Background: an optimization exercise with open tools, aiming at small area. Do not read the settings as production practice.
The RTL was checked by simulation tests, not by an equivalence proof against the original design.
No activity file was given, so power comes from the tool's default toggle rates.

==> flow/design.v (outline; a module is shown in full before it is edited, if it fits) <==
// module spacekey: 3917 lines
module spacekey(VGA_RED, VGA_BLUE, VGA_GREEN, hex0, pix_x, pix_y, pix_v, imgReturn, jump, restart, clk, rst);
  // ...
==> flow/flow/run.sh <==
#!/bin/bash
# Standard layout, except that
#  - after the standard synthesis, the logic between the registers is re-mapped
#    for area (flow/resynth.tcl); the registers are kept as they are;
#  - the port buffers are the smallest buffer cell.
set -euo pipefail
HERE=$(pwd)
R=$HERE/orfs/results/$FLOW_PLATFORM/spacekey/base
echo 'export CTS_ARGS = -sink_clustering_enable -repair_clock_nets -buf_list sky130_fd_sc_hd__clkbuf_8 -sink_clustering_size 32 -sink_clustering_max_diameter 1000 -sink_clustering_levels 1 -dont_use_dummy_load' >> config.mk
echo 'export BUFFER_PORTS_ARGS = -buffer_cell sky130_fd_sc_hd__buf_1' >> config.mk

bash standard.sh synth > synth.log 2>&1

cp $R/1_2_yosys.v $HERE/std_synth.v
YOSYS=$(command -v yosys || echo $FLOW_HOME/../tools/install/yosys/bin/yosys)
LIB=$FLOW_HOME/platforms/$FLOW_PLATFORM/lib/sky130_fd_sc_hd__tt_025C_1v80.lib \
IN_NET=$HERE/std_synth.v OUT_NET=$HERE/resynth.v TOP=$FLOW_TOP \
STAT_BEFORE=$HERE/resynth_before.txt STAT_AFTER=$HERE/resynth_after.txt \
DONT_USE="$(cat $HERE/flow/dont_use.txt)" ABC_SCRIPT=$HERE/flow/abc_area.scr \
  $YOSYS -c $HERE/flow/resynth.tcl > resynth.log 2>&1

cp $HERE/resynth.v $R/1_2_yosys.v
rm -f $R/1_synth.odb $R/1_synth.sdc
bash standard.sh finish > finish.log 2>&1
==> flow/flow/abc_area.scr <==
strash
dch -f
amap
strash
dch -f
amap -m
topo
==> flow/flow/dont_use.txt <==
sky130_fd_sc_hd__probe_p_8 sky130_fd_sc_hd__probec_p_8 sky130_fd_sc_hd__lpflow_bleeder_1 sky130_fd_sc_hd__lpflow_clkbufkapwr_1 sky130_fd_sc_hd__lpflow_clkbufkapwr_16 sky130_fd_sc_hd__lpflow_clkbufkapwr_2 sky130_fd_sc_hd__lpflow_clkbufkapwr_4 sky130_fd_sc_hd__lpflow_clkbufkapwr_8 sky130_fd_sc_hd__lpflow_clkinvkapwr_1 sky130_fd_sc_hd__lpflow_clkinvkapwr_16 sky130_fd_sc_hd__lpflow_clkinvkapwr_2 sky130_fd_sc_hd__lpflow_clkinvkapwr_4 sky130_fd_sc_hd__lpflow_clkinvkapwr_8 sky130_fd_sc_hd__lpflow_decapkapwr_12 sky130_fd_sc_hd__lpflow_decapkapwr_3 sky130_fd_sc_hd__lpflow_decapkapwr_4 sky130_fd_sc_hd__lpflow_decapkapwr_6 sky130_fd_sc_hd__lpflow_decapkapwr_8 sky130_fd_sc_hd__lpflow_inputiso0n_1 sky130_fd_sc_hd__lpflow_inputiso0p_1 sky130_fd_sc_hd__lpflow_inputiso1n_1 sky130_fd_sc_hd__lpflow_inputiso1p_1 sky130_fd_sc_hd__lpflow_inputisolatch_1 sky130_fd_sc_hd__lpflow_isobufsrc_1 sky130_fd_sc_hd__lpflow_isobufsrc_16 sky130_fd_sc_hd__lpflow_isobufsrc_2 sky130_fd_sc_hd__lpflow_isobufsrc_4 sky130_fd_sc_hd__lpflow_isobufsrc_8 sky130_fd_sc_hd__lpflow_isobufsrckapwr_16 sky130_fd_sc_hd__lpflow_lsbuf_lh_hl_isowell_tap_1 sky130_fd_sc_hd__lpflow_lsbuf_lh_hl_isowell_tap_2 sky130_fd_sc_hd__lpflow_lsbuf_lh_hl_isowell_tap_4 sky130_fd_sc_hd__lpflow_lsbuf_lh_isowell_4 sky130_fd_sc_hd__lpflow_lsbuf_lh_isowell_tap_1 sky130_fd_sc_hd__lpflow_lsbuf_lh_isowell_tap_2 sky130_fd_sc_hd__lpflow_lsbuf_lh_isowell_tap_4
==> flow/flow/resynth.tcl <==
# Re-map the combinational logic of the standard synthesis for area: every
# register stays the same cell under the same name; the logic between them is
# re-mapped by ABC's area mapper (amap).
set lib $::env(LIB)
yosys read_liberty -ignore_miss_func $lib
yosys read_verilog $::env(IN_NET)
yosys hierarchy -top $::env(TOP)
yosys setattr -mod -set keep_hierarchy 1 sky130_fd_sc_hd__dfxtp_1
yosys flatten
yosys opt_clean -purge
yosys tee -o $::env(STAT_BEFORE) stat -liberty $lib
set du {}
foreach c $::env(DONT_USE) { lappend du -dont_use $c }
yosys abc -script $::env(ABC_SCRIPT) -liberty $lib {*}$du
yosys opt_clean -purge
yosys hilomap -singleton -hicell sky130_fd_sc_hd__conb_1 HI -locell sky130_fd_sc_hd__conb_1 LO
yosys tee -o $::env(STAT_AFTER) stat -liberty $lib
yosys select $::env(TOP)
yosys write_verilog -selected -noattr -noexpr -nohex -nodec $::env(OUT_NET)
==> flow/standard.sh <==
#!/bin/bash
# synth_recipe.tcl (not shown) runs the flow's synth.tcl, then flattens the netlist and writes it again
# the make line also repeats each setting of config.mk as NAME=value (left out here)
make -C /OpenROAD-flow-scripts/flow DESIGN_CONFIG=/design/flow/config.mk WORK_HOME=/design/flow/orfs CLKGATE_MAP_FILE= SYNTH_SCRIPT=/design/flow/synth_recipe.tcl "${@:-finish}"
==> flow/config.mk <==
export PLATFORM = sky130hd
export DESIGN_NAME = spacekey
export DESIGN_NICKNAME = spacekey
export VERILOG_FILES = /design/flow/design.v
export SDC_FILE = /design/flow/constraint.sdc
export NUM_CORES = 4
export LEC_CHECK = 0
export ABC_AREA = 1
export CAP_MARGIN = 20
export CORE_MARGIN = 2
export CORE_UTILIZATION = 40
export CTS_BUF_LIST = sky130_fd_sc_hd__clkbuf_4
export PLACE_DENSITY = 0.6
export SLEW_MARGIN = 20
export CTS_ARGS = -sink_clustering_enable -repair_clock_nets -buf_list sky130_fd_sc_hd__clkbuf_8 -sink_clustering_size 32 -sink_clustering_max_diameter 1000 -sink_clustering_levels 1 -dont_use_dummy_load
export BUFFER_PORTS_ARGS = -buffer_cell sky130_fd_sc_hd__buf_1
==> flow/constraint.sdc <==
create_clock -name core_clock -period 12.0 [get_ports {clk}]
set_input_delay 2.4000 -clock core_clock [delete_from_list [all_inputs] [get_ports {clk}]]
set_output_delay 2.4000 -clock core_clock [all_outputs]
set_load 0.01 [all_outputs]
==> run summary, run 1 <==
- The flow ran to the end and the layout has no timing, DRC or antenna violations.
- For the sequential group, total power comes out at 115 uW.
- In the final layout, flip-flops and latches occupy 641 sq um.
- Entering global routing, the biggest net connects 23 pins.
- The first global-routing pass estimated 15.3 mm of wire.
- The maximum net fanout on the critical path is 6.
- Registers represent a cell area share of 19.5%.
- The relative area of non-clock buffer cells in the final design is 4.80%.
- The count of buffer and inverter cells on the critical path is 4.
- Headroom to the max-slew limit came out at 47.5%.
- The number of vias in the routed layout is 3739.
- The width of the die is 89.7 um.
- Before CTS, the worst setup slack after placement is 2130 ps.
- The share of total power dissipated in combinational logic is 25.6%.
- The detailed-route DRC error count is 0.
- The total overflow left after global routing is 0.
- In the layout the tool counted multi-input logic cells amounting to 379.
- The clock latency on the worst-skew pair is 280 ps.
- The hold buffer count at cts is 0.
- The starting density of the core is 40.9%.
- The internal power contribution is 169 uW.
- The register with the most flip-flops in the layout has 10 of them.
- Leaving out the clock tree, the finished layout contains an inverter count of 77.
- The timing-limited maximum frequency is 100 MHz.
- By instance count, the cell type seen most on the critical path is sky130_fd_sc_hd__nor2_1.
- Wire segments on met3 add up to 457 um in the final route.
- In the global route stage, met3 resource usage came out at 2.74%.
- The register bank with the most flops is px.
- The count of nets left with antenna violations once routing finished came out at 0.
- Routed signal wires occupy layers up through met4.
- The multi-input logic portion of the cell area is 61.1%.
- The number of DRC markers in iteration 0 is 243.
- The met2 usage is 36.4%.
- The switching power is 84.1 uW.
- Combinational cells consume a total of 64.6 uW.
- For this design the ratio of total power to cell area is 76.9 nW/um^2.
- The clock tree from TritonCTS is done.
- Broken down by cell family, the worst path's largest delay share belongs to compound AO/OA/AOI/OAI gates.
==> run 2: changes to the inputs <==
--- a/flow/flow/run.sh
+++ b/flow/flow/run.sh
@@ -4,3 +4,4 @@
 #    for area (flow/resynth.tcl); the registers are kept as they are;
-#  - the port buffers are the smallest buffer cell.
+#  - the port buffers are the smallest buffer cell;
+#  - the clock tree is built of clkbuf_4 cells, without dummy loads.
 set -euo pipefail
@@ -8,3 +9,3 @@
 R=$HERE/orfs/results/$FLOW_PLATFORM/spacekey/base
-echo 'export CTS_ARGS = -sink_clustering_enable -repair_clock_nets -buf_list sky130_fd_sc_hd__clkbuf_8 -sink_clustering_size 32 -sink_clustering_max_diameter 1000 -sink_clustering_levels 1 -dont_use_dummy_load' >> config.mk
+echo 'export CTS_ARGS = -sink_clustering_enable -repair_clock_nets -buf_list sky130_fd_sc_hd__clkbuf_1 -root_buf sky130_fd_sc_hd__clkbuf_4 -dont_use_dummy_load' >> config.mk
 echo 'export BUFFER_PORTS_ARGS = -buffer_cell sky130_fd_sc_hd__buf_1' >> config.mk
--- a/flow/config.mk
+++ b/flow/config.mk
@@ -14,3 +14,3 @@
 export SLEW_MARGIN = 20
-export CTS_ARGS = -sink_clustering_enable -repair_clock_nets -buf_list sky130_fd_sc_hd__clkbuf_8 -sink_clustering_size 32 -sink_clustering_max_diameter 1000 -sink_clustering_levels 1 -dont_use_dummy_load
+export CTS_ARGS = -sink_clustering_enable -repair_clock_nets -buf_list sky130_fd_sc_hd__clkbuf_1 -root_buf sky130_fd_sc_hd__clkbuf_4 -dont_use_dummy_load
 export BUFFER_PORTS_ARGS = -buffer_cell sky130_fd_sc_hd__buf_1
==> run 2 against run 1 <==
- register-to-register slack improved by 20 ps
- sequential power barely moved
- largest cell class unchanged
- cell count did not move
==> run summary, run 2 <==
- Run status: complete, no violations (unchanged).
- The minimum period implied by the final worst setup slack came to 9950 ps (was 9960 ps).
- Most frequent cells in the layout: 110 x sky130_fd_sc_hd__nor2_1, 77 x sky130_fd_sc_hd__clkinv_1, 42 x sky130_fd_sc_hd__buf_1 (unchanged).
- The net count after synthesis is 518 (unchanged).
- The peak ir drop on the vdd network is 0.0755 mV (was 0.0839 mV).
- The worst max-slew margin expressed relative to the limit is 48.3% (was 47.5%).
- The arrival time reported for the critical path endpoint is 7550 ps (was 7560 ps).
- The longest individual stage delay on the worst path is 500 ps (was 510 ps).
- The sequential standard cell area was 641 sq um (unchanged).
- The start point of the worst min-delay path was jp2 (unchanged).
- The capture point of the critical path is VGA_BLUE[3] (unchanged).
- The number of diodes is 0 (unchanged).
- The hold buffer count at cts is 0 (unchanged).
- The sum of negative setup slack is 0 ps (unchanged).
- The number of iterations in the first detailed-routing pass came to 5 (was 4).
- The post-synth design cell area is 2940 sq um (unchanged).
- The row count is 31 (unchanged).
- The number of DRC markers in iteration 0 was 263 (was 243).
- The timing-limited maximum frequency is 101 MHz (was 100 MHz).
- The fraction of the cycle the final worst path needs is 82.9% (was 83.0%).
- The clock slew at the register clock pins of the worst setup and hold paths was 60 ps (was 50 ps).
- The detailed-route DRC error count is 0 (unchanged).
- The die area is 8040 sq um (unchanged).
- The most common cell after layout, fill and taps aside is sky130_fd_sc_hd__nor2_1 (unchanged).
- The post-place instance area was 3220 sq um (unchanged).
- The cell area after layout is 3260 sq um (was 3290 sq um).
- The clock latency on the worst-skew pair was 340 ps (was 280 ps).
- The sum of overflow across all layers after global routing was 0 (unchanged).
- The maximum root-to-sink buffer count is 2 (unchanged).
- The flip-flop count of the largest register, all copies and words added is 10 (unchanged).
- The slack of the worst reg-to-reg path is 5990 ps (was 5970 ps).
- The number of endpoints failing setup at the final stage was 0 (unchanged).
- The via count normalized by instance count was 5.88 (was 5.90).
- The number of instances in the synthesized netlist came to 488 (unchanged).
- The core box area was 7180 sq um (unchanged).
- The number of inserted filler cells in the final layout is 793 (was 790).
- The height of the chip is 89.7 um (unchanged).
- The required time reported for the critical path endpoint is 9600 ps (about the same).
- The count of buffer and inverter cells on the critical path is 4 (unchanged).
- The worst clock skew is 36.7 ps (was 23.2 ps).
- The ratio of cells with drive above 1 in the final layout is 0.935% (unchanged).
- The static power due to leakage came to 0.000982 uW (was 0.000995 uW).
- The post-layout net count was 567 (unchanged).
- Top Registers: px (10), j1 (7), j2 (7) (unchanged).
- The count of maximum capacitance violations is 0 (unchanged).
- The cell at the slowest stage of the critical path is sky130_fd_sc_hd__nor3_1 (unchanged).
- The register bank with the most flops was px (unchanged).
- The kind of launch point of the worst setup path is a primary input (unchanged).
- The number of vias in the routed layout is 3731 (was 3739).
- RSZ-0062 raised after global routing: no (unchanged).
- The clock tree from TritonCTS is done (unchanged).
- The max-slew violation total from the final report was 0 (unchanged).
- The count of warnings emitted by yosys was 1 (unchanged).
- The launch instance of the worst register-to-register path is lvl[1] (unchanged).
- The kind of end point of the critical path is a primary output (unchanged).
- The critical path class is in2out (unchanged).
- The root buffer cell is sky130_fd_sc_hd__clkbuf_4 (was sky130_fd_sc_hd__clkbuf_8).
- The number of H-tree levels is 2 (unchanged).
- The cell count along the critical path came to 30 (unchanged).
- The via count of the first global-routing pass is 3221 (was 3230).
- The worst reg2reg path depth is 29 (unchanged).
- The most used cell along the critical path is sky130_fd_sc_hd__nor2_1 (unchanged).
- The post-CTS setup repair buffer count came to 0 (unchanged).
- The detailed placement HPWL is 7.43 mm (unchanged).
- The synthesized area divided by synthesized cell count is 6.02 sq um (unchanged).
- The transition time at the pin with the least slew margin is 775 ps (was 787 ps).
- The starting density of the core is 40.9% (unchanged).
- The post-CTS resize count is 0 (unchanged).
- The global placement routability congestion is 0.974 (unchanged).
- The footprint of the multi-input gates is 2010 sq um (unchanged).
- The critical path's top delay family is compound AO/OA/AOI/OAI gates (unchanged).
- The critical path startpoint is pix_y[1] (unchanged).
- The total wire length after detailed routing was 9.22 mm (was 9.25 mm).
- The area growth from synthesis to final layout is 10.9% (was 11.9%).
- The number of antenna violations at the first check in global routing was 0 (unchanged).
- The maximum number of pins on one net before global-route repair is 23 (unchanged).
- The number of clock sinks seen by CTS is 32 (unchanged).
- The width of the die is 89.7 um (unchanged).
- The number of buffers inserted by port buffering is 42 (unchanged).
- The end of the worst register-to-register path is px[8] (unchanged).
- The routed length per placed instance is 14.5 um (was 14.6 um).
- The number of buffers inserted during clock tree synthesis is 5 (unchanged).
- The power density normalized to cell area came to 71.3 nW/um^2 (was 76.9 nW/um^2).
- The wire length of the first global-routing pass is 15.3 mm (about the same).
- The worst hold-check path type was reg2reg (unchanged).
- The I/O pin count came to 49 (unchanged).
- The maximum net fanout on the critical path is 6 (unchanged).
- The number of failing hold endpoints at the final stage is 0 (unchanged).
- The remaining antenna violation count after routing came to 0 (unchanged).
- The aggregate global-route resource usage was 23.9% (about the same).
## run 2: worst min-delay path by stage
stage | endpoint | slack, ps | cells past startpoint
6_report | jp2 | 480 | 2
5_1_grt | jp2 | 520 | 2
4_1_cts | jp2 | 490 | 2
3_5_place_dp | jp1 | 480 | 2
3_3_place_gp | t2 | 470 | 2
2_1_floorplan | jp2 | 450 | 2
## run 2: area by class of cell
type,instances,share of cell area [%]
timing repair buffer,42,4.84
multi-input combinational,379,61.6
tap,99,3.80
inverter,77,8.88
sequential,32,19.7
clock buffer,5,1.15
## run 2: metrics by stage
step	cells	setup WS, ps	hold slack, ps	utilization [%]	total power [uW]
2_1_floorplan	488	3130	449	-	160
3_3_place_gp	629	2270	470	44.8	180
3_5_place_dp	629	2130	478	44.8	180
4_1_cts	634	2110	491	45.4	234
5_1_grt	634	1150	520	45.4	249
6_report	634	2050	484	45.4	232
## run 2: power by group
part | internal (uW) | switching, uW
clock network | 19.6 | 33.4
registers | 110 | 4.23
logic | 20.8 | 43.8
## run 2: tightest hold or removal path, delay by kind of cell, from the launching register on
kind / cells / cell delay [ps]
flip-flops: 1 / 300
buffers and inverters: 1 / 60
AO/OA/AOI/OAI: 1 / 70
## run 2: routing by layer
metal,GRT usage (%),vias to the layer above,routed length [um],share of wire [%]
met1,33.6,1680,4380,48
met5,0,-,0,0
met4,10.9,0,289,3.1
met2,36.2,133,4080,44
li1,-,1894,-,-
met3,3.29,24,474,5.1
==> run 3: changes to the inputs <==
--- a/flow/flow/run.sh
+++ b/flow/flow/run.sh
@@ -9,3 +9,3 @@
 R=$HERE/orfs/results/$FLOW_PLATFORM/spacekey/base
-echo 'export CTS_ARGS = -sink_clustering_enable -repair_clock_nets -buf_list sky130_fd_sc_hd__clkbuf_1 -root_buf sky130_fd_sc_hd__clkbuf_4 -dont_use_dummy_load' >> config.mk
+echo 'export CTS_ARGS = -sink_clustering_enable -repair_clock_nets -buf_list sky130_fd_sc_hd__clkbuf_2 -root_buf sky130_fd_sc_hd__clkbuf_4 -dont_use_dummy_load' >> config.mk
 echo 'export BUFFER_PORTS_ARGS = -buffer_cell sky130_fd_sc_hd__buf_1' >> config.mk
--- a/flow/config.mk
+++ b/flow/config.mk
@@ -14,3 +14,3 @@
 export SLEW_MARGIN = 20
-export CTS_ARGS = -sink_clustering_enable -repair_clock_nets -buf_list sky130_fd_sc_hd__clkbuf_1 -root_buf sky130_fd_sc_hd__clkbuf_4 -dont_use_dummy_load
+export CTS_ARGS = -sink_clustering_enable -repair_clock_nets -buf_list sky130_fd_sc_hd__clkbuf_2 -root_buf sky130_fd_sc_hd__clkbuf_4 -dont_use_dummy_load
 export BUFFER_PORTS_ARGS = -buffer_cell sky130_fd_sc_hd__buf_1
==> run 3 against run 2 <==
- clock power is essentially flat
- cell count is the same
- still clean on timing, DRC and antenna
- first-iteration DRC count is the same
- critical endpoint unchanged
==> run summary, run 3 <==
- Run status: complete, no violations (unchanged).
- The number of instances in the synthesized netlist is 488 (unchanged).
- The I/O pin count was 49 (unchanged).
- The count of warnings emitted by yosys came to 1 (unchanged).
- The number of buffers inserted by port buffering came to 42 (unchanged).
- The die area is 8040 sq um (unchanged).
- The clock slew at the register clock pins of the worst setup and hold paths came to 60 ps (about the same).
- The kind of end point of the critical path is a primary output (unchanged).
- The number of DRC markers in iteration 0 came to 263 (unchanged).
- The longest individual stage delay on the worst path is 500 ps (about the same).
- The worst setup timing slack at the placement stage is 2130 ps (unchanged).
- The maximum root-to-sink buffer count is 2 (unchanged).
- The critical path class is in2out (unchanged).
- The timing-limited maximum frequency came to 101 MHz (unchanged).
- The number of failing hold endpoints at the final stage came to 0 (unchanged).
- The detailed-route DRC error count is 0 (unchanged).
- The number of clock sinks seen by CTS is 32 (unchanged).
- The critical path's top delay family is compound AO/OA/AOI/OAI gates (unchanged).
- The net count after synthesis is 518 (unchanged).
- The number of buffers inserted during clock tree synthesis is 5 (unchanged).
- The post-synth design cell area is 2940 sq um (unchanged).
- The register bank with the most flops is px (unchanged).
- Top Registers: px (10), j1 (7), j2 (7) (unchanged).
- The remaining antenna violation count after routing is 0 (unchanged).
- The fraction of the cycle the final worst path needs is 82.9% (unchanged).
- The static power due to leakage is 0.000982 uW (unchanged).
- The number of iterations in the first detailed-routing pass is 5 (unchanged).
- The detailed placement HPWL is 7.43 mm (unchanged).
- The post-CTS resize count came to 0 (unchanged).
- The cell at the slowest stage of the critical path is sky130_fd_sc_hd__nor3_1 (unchanged).
- The total wire length after detailed routing came to 9.22 mm (unchanged).
- The peak ir drop on the vdd network is 0.0755 mV (unchanged).
- The transition time at the pin with the least slew margin is 775 ps (unchanged).
- The hold buffer count at cts is 0 (unchanged).
- The aggregate global-route resource usage is 23.9% (unchanged).
- The width of the die is 89.7 um (unchanged).
- The via count of the first global-routing pass is 3221 (unchanged).
- The height of the chip is 89.7 um (unchanged).
- The worst hold-check path type is reg2reg (unchanged).
- The arrival time reported for the critical path endpoint is 7550 ps (about the same).
- The post-layout net count is 567 (unchanged).
- The worst clock skew is 36.7 ps (unchanged).
- The number of antenna violations at the first check in global routing was 0 (unchanged).
- The core box area is 7180 sq um (unchanged).
- The count of buffer and inverter cells on the critical path is 4 (unchanged).
- The least setup slack across all paths after layout is 2050 ps (unchanged).
- The via count normalized by instance count is 5.88 (unchanged).
- The most used cell along the critical path is sky130_fd_sc_hd__nor2_1 (unchanged).
- The clock latency on the worst-skew pair is 340 ps (about the same).
- The number of H-tree levels came to 2 (unchanged).
- The sum of overflow across all layers after global routing is 0 (unchanged).
- The power density normalized to cell area is 71.3 nW/um^2 (unchanged).
- The minimum period implied by the final worst setup slack was 9950 ps (unchanged).
- The wire length of the first global-routing pass is 15.3 mm (unchanged).
- The ratio of cells with drive above 1 in the final layout is 0.935% (unchanged).
- The maximum number of pins on one net before global-route repair was 23 (unchanged).
- The number of diodes is 0 (unchanged).
- The maximum net fanout on the critical path is 6 (unchanged).
- RSZ-0062 raised after global routing: no (unchanged).
- The sum of negative setup slack is 0 ps (unchanged).
- The row count came to 31 (unchanged).
- The number of inserted filler cells in the final layout is 793 (unchanged).
- The number of vias in the routed layout came to 3731 (unchanged).
- The flip-flop count of the largest register, all copies and words added is 10 (unchanged).
- The most common cell after layout, fill and taps aside is sky130_fd_sc_hd__nor2_1 (unchanged).
- The starting density of the core is 40.9% (unchanged).
- The max-slew violation total from the final report is 0 (unchanged).
- The post-CTS setup repair buffer count was 0 (unchanged).
- The routed length per placed instance is 14.5 um (unchanged).
- The worst hold margin is 484 ps (unchanged).
- The synthesized area divided by synthesized cell count is 6.02 sq um (unchanged).
- The global placement routability congestion is 0.974 (unchanged).
- The area growth from synthesis to final layout was 10.9% (unchanged).
- The clock tree from TritonCTS is done (unchanged).
- The root buffer cell is sky130_fd_sc_hd__clkbuf_4 (unchanged).
- The kind of launch point of the worst setup path is a primary input (unchanged).
- The number of endpoints failing setup at the final stage is 0 (unchanged).
- Most frequent cells in the layout: 110 x sky130_fd_sc_hd__nor2_1, 77 x sky130_fd_sc_hd__clkinv_1, 42 x sky130_fd_sc_hd__buf_1 (unchanged).
- The count of maximum capacitance violations is 0 (unchanged).
- The worst max-slew margin expressed relative to the limit is 48.3% (unchanged).
- The required time reported for the critical path endpoint is 9600 ps (about the same).
-- run 3: worst register-to-register path, delay by kind of cell, from the launching register on --
family | cells | cell delay, ps
AOI/OAI and AO/OA | 14 | 2390
and+or+nand+nor | 12 | 2350
buffers and inverters | 3 | 780
DFF | 1 | 370
-- run 3: cell type report --
class	instances	area, sq um	share of cell area [%]
Clock buffer	5	37.5	1.15
Inverter	77	289	8.88
Multi-Input combinational cell	379	2010	61.6
Sequential cell	32	641	19.7
Tap cell	99	124	3.80
Timing Repair Buffer	42	158	4.84
-- run 3: worst paths after layout --
check        slack [ps]  cells past startpoint      from          end
min                 480                      2       jp2          jp2
max reg2reg        5990                     29    lvl[1]        px[8]
max                2050                     30  pix_y[1]  VGA_BLUE[3]
min reg2reg         480                      2       jp2          jp2
-- run 3: routing by layer --
| metal | routed length (um) | global-route usage [%] | vias to the layer above |
|---|---|---|---|
| li1 | - | - | 1894 |
| met1 | 4380 | 33.6 | 1680 |
| met2 | 4080 | 36.2 | 133 |
| met3 | 474 | 3.29 | 24 |
| met4 | 289 | 10.9 | 0 |
| met5 | 0 | 0 | - |
-- run 3: report_power, final --
| group | internal (uW) | leakage [uW] | switching [uW] |
|---|---|---|---|
| clock network | 19.6 | 0.0000230 | 33.4 |
| logic | 20.8 | 0.000700 | 43.8 |
| registers | 110 | 0.000259 | 4.23 |
-- run 3: metrics by stage --
step	area, sq um	instances	total power, uW	util [%]
after detailed placement	3220	629	180	44.8
after global placement	3220	629	180	44.8
final	3260	634	232	45.4
after CTS	3260	634	234	45.4
after global routing	3260	634	249	45.4
after floorplan	2940	488	160	-
==> run 4: changes to the inputs <==
--- a/flow/flow/run.sh
+++ b/flow/flow/run.sh
@@ -9,3 +9,3 @@
 R=$HERE/orfs/results/$FLOW_PLATFORM/spacekey/base
-echo 'export CTS_ARGS = -sink_clustering_enable -repair_clock_nets -buf_list sky130_fd_sc_hd__clkbuf_2 -root_buf sky130_fd_sc_hd__clkbuf_4 -dont_use_dummy_load' >> config.mk
+echo 'export CTS_ARGS = -sink_clustering_enable -repair_clock_nets -buf_list sky130_fd_sc_hd__clkbuf_4 -dont_use_dummy_load' >> config.mk
 echo 'export BUFFER_PORTS_ARGS = -buffer_cell sky130_fd_sc_hd__buf_1' >> config.mk
--- a/flow/config.mk
+++ b/flow/config.mk
@@ -14,3 +14,3 @@
 export SLEW_MARGIN = 20
-export CTS_ARGS = -sink_clustering_enable -repair_clock_nets -buf_list sky130_fd_sc_hd__clkbuf_2 -root_buf sky130_fd_sc_hd__clkbuf_4 -dont_use_dummy_load
+export CTS_ARGS = -sink_clustering_enable -repair_clock_nets -buf_list sky130_fd_sc_hd__clkbuf_4 -dont_use_dummy_load
 export BUFFER_PORTS_ARGS = -buffer_cell sky130_fd_sc_hd__buf_1
==> run 4 against run 3 <==
- power unchanged
- critical path depth unchanged
- register-to-register slack about the same
- die area unchanged
- still clean
- worst hold slack unchanged
- combinational power about the same
- worst setup slack unchanged
- cell count unchanged
- clock skew unchanged
==> run summary, run 4 <==
- Run status: complete, no violations (unchanged).
- The row count came to 31 (unchanged).
- The count of warnings emitted by yosys is 1 (unchanged).
- The wire length of the first global-routing pass was 15.3 mm (unchanged).
- The total wire length after detailed routing was 9.22 mm (unchanged).
- The minimum period implied by the final worst setup slack was 9950 ps (unchanged).
- The register bank with the most flops is px (unchanged).
- The synthesized area divided by synthesized cell count was 6.02 sq um (unchanged).
- The I/O pin count is 49 (unchanged).
- The sum of overflow across all layers after global routing is 0 (unchanged).
- The share of the core filled with cells came to 45.4% (unchanged).
- The via count normalized by instance count came to 5.88 (unchanged).
- The number of H-tree levels is 2 (unchanged).
- The starting density of the core is 40.9% (unchanged).
- The required time reported for the critical path endpoint came to 9600 ps (about the same).
- The cell at the slowest stage of the critical path was sky130_fd_sc_hd__nor3_1 (unchanged).
- The die area is 8040 sq um (unchanged).
- The peak ir drop on the vdd network is 0.0755 mV (unchanged).
- The width of the die is 89.7 um (unchanged).
- The maximum root-to-sink buffer count is 2 (unchanged).
- The number of DRC markers in iteration 0 was 263 (unchanged).
- The worst hold path depth is 2 (unchanged).
- The clock latency on the worst-skew pair is 340 ps (about the same).
- The number of clock sinks seen by CTS came to 32 (unchanged).
- The via count of the first global-routing pass is 3221 (unchanged).
- The most used cell along the critical path is sky130_fd_sc_hd__nor2_1 (unchanged).
- The clock tree from TritonCTS is done (unchanged).
- The most common cell after layout, fill and taps aside is sky130_fd_sc_hd__nor2_1 (unchanged).
- The number of vias in the routed layout is 3731 (unchanged).
- The flip-flop count of the largest register, all copies and words added came to 10 (unchanged).
- The post-CTS setup repair buffer count was 0 (unchanged).
- The footprint of the multi-input gates came to 2010 sq um (unchanged).
- The power density normalized to cell area was 71.3 nW/um^2 (unchanged).
- The kind of launch point of the worst setup path is a primary input (unchanged).
- The end of the worst register-to-register path is px[8] (unchanged).
- The static power due to leakage came to 0.000982 uW (unchanged).
- The maximum net fanout on the critical path was 6 (unchanged).
- The worst reg2reg path depth is 29 (unchanged).
- The sequential standard cell area is 641 sq um (unchanged).
- The count of maximum capacitance violations is 0 (unchanged).
- The arrival time reported for the critical path endpoint was 7550 ps (about the same).
- The kind of end point of the critical path is a primary output (unchanged).
- The number of failing hold endpoints at the final stage was 0 (unchanged).
- The root buffer cell is sky130_fd_sc_hd__clkbuf_4 (unchanged).
- The ratio of cells with drive above 1 in the final layout is 0.935% (unchanged).
- The critical path startpoint is pix_y[1] (unchanged).
- The hold buffer count at cts is 0 (unchanged).
- The maximum number of pins on one net before global-route repair is 23 (unchanged).
- The timing-limited maximum frequency is 101 MHz (unchanged).
- The clock slew at the register clock pins of the worst setup and hold paths came to 60 ps (about the same).
- The worst max-slew margin expressed relative to the limit is 48.3% (unchanged).
- The aggregate global-route resource usage is 23.9% (unchanged).
- The worst clock skew is 36.7 ps (unchanged).
- The routed length per placed instance is 14.5 um (unchanged).
- The max-slew violation total from the final report is 0 (unchanged).
- Most frequent cells in the layout: 110 x sky130_fd_sc_hd__nor2_1, 77 x sky130_fd_sc_hd__clkinv_1, 42 x sky130_fd_sc_hd__buf_1 (unchanged).
- The launch instance of the worst register-to-register path is lvl[1] (unchanged).
- RSZ-0062 raised after global routing: no (unchanged).
- The height of the chip is 89.7 um (unchanged).
- The worst hold-check path type is reg2reg (unchanged).
- The core box area was 7180 sq um (unchanged).
- The fraction of the cycle the final worst path needs is 82.9% (unchanged).
- The number of buffers inserted during clock tree synthesis came to 5 (unchanged).
- The slack of the worst reg-to-reg path is 5990 ps (about the same).
- The number of endpoints failing setup at the final stage is 0 (unchanged).
- The cell count after placement is 629 (unchanged).
- The number of inserted filler cells in the final layout is 793 (unchanged).
- The remaining antenna violation count after routing is 0 (unchanged).
- The detailed-route DRC error count is 0 (unchanged).
- The longest individual stage delay on the worst path is 500 ps (about the same).
- The number of buffers inserted by port buffering is 42 (unchanged).
- The net count after synthesis is 518 (unchanged).
- The number of iterations in the first detailed-routing pass is 5 (unchanged).
- The capture point of the critical path was VGA_BLUE[3] (unchanged).
- The post-layout net count is 567 (unchanged).
- The detailed placement HPWL was 7.43 mm (unchanged).
- The number of antenna violations at the first check in global routing is 0 (unchanged).
- The transition time at the pin with the least slew margin was 775 ps (unchanged).
- The area growth from synthesis to final layout is 10.9% (unchanged).
- The global placement routability congestion is 0.974 (unchanged).
- The start point of the worst min-delay path is jp2 (unchanged).
- The sum of negative setup slack is 0 ps (unchanged).
- Top Registers: px (10), j1 (7), j2 (7) (unchanged).
- The number of instances in the synthesized netlist is 488 (unchanged).
- The final non-filler cell total is 634 (unchanged).
- The post-synth design cell area was 2940 sq um (unchanged).
- The number of diodes came to 0 (unchanged).
- The critical path class is in2out (unchanged).
- The post-CTS resize count was 0 (unchanged).
-- run 4: per-layer routing --
| metal | up-vias | part of all wire (%) | GRT usage, % | routed length, um |
|---|---|---|---|---|
| met4 | 0 | 3.1 | 10.9 | 289 |
| met5 | - | 0 | 0 | 0 |
| met1 | 1680 | 48 | 33.6 | 4380 |
| met2 | 133 | 44 | 36.2 | 4080 |
| met3 | 24 | 5.1 | 3.29 | 474 |
| li1 | 1894 | - | - | - |
-- run 4: power by group --
group,switching [uW],internal (uW)
logic,43.8,20.8
registers,4.23,110
clock network,33.4,19.6
total,81.4,151
-- run 4: cell type report --
type,count,area share (%)
multi-input combinational,379,61.6
sequential,32,19.7
inverter,77,8.88
timing repair buffer,42,4.84
tap,99,3.80
clock buffer,5,1.15
-- run 4: worst min-delay path by stage --
stage | to | slack [ps]
floorplan | jp2 | 450
global placement | t2 | 470
detailed placement | jp1 | 480
CTS | jp2 | 490
global route | jp2 | 520
finish | jp2 | 480
-- run 4: metrics by stage --
| step | hold slack [ps] | area, sq um | power [uW] | setup slack, ps |
|---|---|---|---|---|
| after global placement | 470 | 3220 | 180 | 2270 |
| after detailed placement | 478 | 3220 | 180 | 2130 |
| after floorplan | 449 | 2940 | 160 | 3130 |
| after CTS | 491 | 3260 | 234 | 2110 |
| after global routing | 520 | 3260 | 249 | 1150 |
| final | 484 | 3260 | 232 | 2050 |
-- run 4: worst max-delay path, delay by kind of cell --
family / cells / cell delay (ps)
and+or+nand+nor: 11 / 1640
AOI/OAI and AO/OA: 15 / 2890
buffers and inverters: 4 / 620
==> run 5: changes to the inputs <==
--- a/flow/flow/run.sh
+++ b/flow/flow/run.sh
@@ -4,4 +4,3 @@
 #    for area (flow/resynth.tcl); the registers are kept as they are;
-#  - the port buffers are the smallest buffer cell;
-#  - the clock tree is built of clkbuf_4 cells, without dummy loads.
+#  - the port buffers are the smallest buffer cell.
 set -euo pipefail
==> run 5 against run 4 <==
- worst setup slack is the same
- via count unchanged
- sequential power barely moved
- routed wire length did not move
- critical endpoint unchanged
- largest power group unchanged
- highest routed layer unchanged
==> run summary, run 5 <==
- The clock tree from TritonCTS is done (unchanged).
- The routed length per placed instance was 14.5 um (unchanged).
- The ratio of cells with drive above 1 in the final layout is 0.935% (unchanged).
- The number of diodes is 0 (unchanged).
- The net count after synthesis came to 518 (unchanged).
- The minimum period implied by the final worst setup slack is 9950 ps (unchanged).
- The number of antenna violations at the first check in global routing is 0 (unchanged).
- The sum of overflow across all layers after global routing is 0 (unchanged).
- The peak ir drop on the vdd network was 0.0755 mV (unchanged).
- The number of clock sinks seen by CTS came to 32 (unchanged).
- The max-slew violation total from the final report is 0 (unchanged).
- The via count of the first global-routing pass is 3221 (unchanged).
- The transition time at the pin with the least slew margin is 775 ps (unchanged).
- The aggregate global-route resource usage is 23.9% (unchanged).
- The row count is 31 (unchanged).
- The hold buffer count at cts was 0 (unchanged).
- The count of maximum capacitance violations is 0 (unchanged).
- The number of H-tree levels is 2 (unchanged).
- The worst max-slew margin expressed relative to the limit was 48.3% (unchanged).
- The area growth from synthesis to final layout is 10.9% (unchanged).
- The static power due to leakage is 0.000982 uW (unchanged).
- The core box area is 7180 sq um (unchanged).
- The die area is 8040 sq um (unchanged).
- The maximum root-to-sink buffer count came to 2 (unchanged).
- The remaining antenna violation count after routing was 0 (unchanged).
- The fraction of the cycle the final worst path needs is 82.9% (unchanged).
- The post-CTS setup repair buffer count is 0 (unchanged).
- The via count normalized by instance count was 5.88 (unchanged).
- The number of iterations in the first detailed-routing pass is 5 (unchanged).
- The required time reported for the critical path endpoint is 9600 ps (about the same).
- The critical path class was in2out (unchanged).
- Top Registers: px (10), j1 (7), j2 (7) (unchanged).
- The detailed placement HPWL is 7.43 mm (unchanged).
- The number of DRC markers in iteration 0 is 263 (unchanged).
- The detailed-route DRC error count is 0 (unchanged).
- The I/O pin count is 49 (unchanged).
- The count of warnings emitted by yosys came to 1 (unchanged).
- The sum of negative setup slack was 0 ps (unchanged).
- The cell at the slowest stage of the critical path was sky130_fd_sc_hd__nor3_1 (unchanged).
- The starting density of the core was 40.9% (unchanged).
- The flip-flop count of the largest register, all copies and words added is 10 (unchanged).
- The timing-limited maximum frequency was 101 MHz (unchanged).
- The number of failing hold endpoints at the final stage is 0 (unchanged).
- The number of buffers inserted during clock tree synthesis is 5 (unchanged).
- The worst clock skew is 36.7 ps (unchanged).
- The register bank with the most flops is px (unchanged).
- The number of vias in the routed layout is 3731 (unchanged).
- The power density normalized to cell area is 71.3 nW/um^2 (unchanged).
- Most frequent cells in the layout: 110 x sky130_fd_sc_hd__nor2_1, 77 x sky130_fd_sc_hd__clkinv_1, 42 x sky130_fd_sc_hd__buf_1 (unchanged).
- The clock latency on the worst-skew pair came to 340 ps (about the same).
- The maximum net fanout on the critical path came to 6 (unchanged).
- The arrival time reported for the critical path endpoint came to 7550 ps (about the same).
- The wire length of the first global-routing pass is 15.3 mm (unchanged).
- The number of instances in the synthesized netlist is 488 (unchanged).
- RSZ-0062 raised after global routing: no (unchanged).
- Run status: complete, no violations (unchanged).
- The clock slew at the register clock pins of the worst setup and hold paths was 60 ps (about the same).
- The worst hold margin is 484 ps (unchanged).
- The kind of end point of the critical path is a primary output (unchanged).
- The total wire length after detailed routing is 9.22 mm (unchanged).
- The root buffer cell is sky130_fd_sc_hd__clkbuf_4 (unchanged).
- The kind of launch point of the worst setup path is a primary input (unchanged).
- The most common cell after layout, fill and taps aside was sky130_fd_sc_hd__nor2_1 (unchanged).
- The number of buffers inserted by port buffering is 42 (unchanged).
- The height of the chip is 89.7 um (unchanged).
- The number of endpoints failing setup at the final stage came to 0 (unchanged).
- The post-CTS resize count was 0 (unchanged).
- The global placement routability congestion came to 0.974 (unchanged).
- The post-synth design cell area came to 2940 sq um (unchanged).
- The longest individual stage delay on the worst path is 500 ps (about the same).
- The worst hold-check path type is reg2reg (unchanged).
- The post-layout net count is 567 (unchanged).
- The synthesized area divided by synthesized cell count is 6.02 sq um (unchanged).
- The maximum number of pins on one net before global-route repair was 23 (unchanged).
- The width of the die is 89.7 um (unchanged).
- The most used cell along the critical path is sky130_fd_sc_hd__nor2_1 (unchanged).
## run 5: stage by stage
| step | area (sq um) | power (uW) | setup WS [ps] | util [%] | cells |
|---|---|---|---|---|---|
| final | 3260 | 232 | 2050 | 45.4 | 634 |
| after global routing | 3260 | 249 | 1150 | 45.4 | 634 |
| after CTS | 3260 | 234 | 2110 | 45.4 | 634 |
| after detailed placement | 3220 | 180 | 2130 | 44.8 | 629 |
| after global placement | 3220 | 180 | 2270 | 44.8 | 629 |
| after floorplan | 2940 | 160 | 3130 | - | 488 |
## run 5: layout make-up
type / count / area [sq um]
Clock buffer: 5 / 37.5
Fill cell: 793 / 3920
Inverter: 77 / 289
Multi-Input combinational cell: 379 / 2010
Sequential cell: 32 / 641
Tap cell: 99 / 124
Timing Repair Buffer: 42 / 158
## run 5: path summary, 6_finish.rpt
kind	start	endpoint	slack, ps	cells after the start
max	pix_y[1]	VGA_BLUE[3]	2050	30
min	jp2	jp2	480	2
max reg2reg	lvl[1]	px[8]	5990	29
min reg2reg	jp2	jp2	480	2
## run 5: per-layer routing
layer  wire, um  part of all wire, %  track usage, %  vias up
met3        474                  5.1            3.29       24
met2       4080                   44            36.2      133
met4        289                  3.1            10.9        0
met5          0                    0               0        -
li1           -                    -               -     1894
met1       4380                   48            33.6     1680
## run 5: power by group
part / total [uW] / switching, uW / internal (uW) / leakage [uW]
Sequential: 115 / 4.23 / 110 / 0.000259
Clock: 53.0 / 33.4 / 19.6 / 0.0000230
Combinational: 64.6 / 43.8 / 20.8 / 0.000700
Total: 232 / 81.4 / 151 / 0.000982
## run 5: worst max-delay path, delay by kind of cell
family | cells | cell delay (ps)
buffers and inverters | 4 | 620
AO/OA/AOI/OAI | 15 | 2890
AND/OR/NAND/NOR | 11 | 1640

afterwards: timing with drivers on the ports:
The flow's constraints put no driver on any port. The routed layouts listed below were extracted and timed again, unchanged, in two steps. Step 1 assumes that a clkbuf_16 drives the clock port and a buf_2 every other input. Step 2 times the ports against the registers' clock, not the clock port: input delays grow and output delays shrink by t, the midpoint of the rising clock arrivals with the driver on. Slacks: no drivers / after step 1 / after step 2; pairs: no drivers / after step 1.
run | t, ns | slack for setup (ns) | latest minus earliest clock arrival (ns) | pins driven straight from the clock port
run 1 | 0.298 | 2.042 / 2.018 / 2.018 | 0.023 / 0.023 | 1
run 2 | 0.344 | 2.052 / 2.028 / 2.028 | 0.036 / 0.037 | 1
run 3 | 0.344 | 2.052 / 2.028 / 2.028 | 0.036 / 0.037 | 1
run 4 | 0.344 | 2.052 / 2.028 / 2.028 | 0.036 / 0.037 | 1
run 5 | 0.344 | 2.052 / 2.028 / 2.028 | 0.036 / 0.037 | 1
After both steps setup and hold are still met in every run listed.
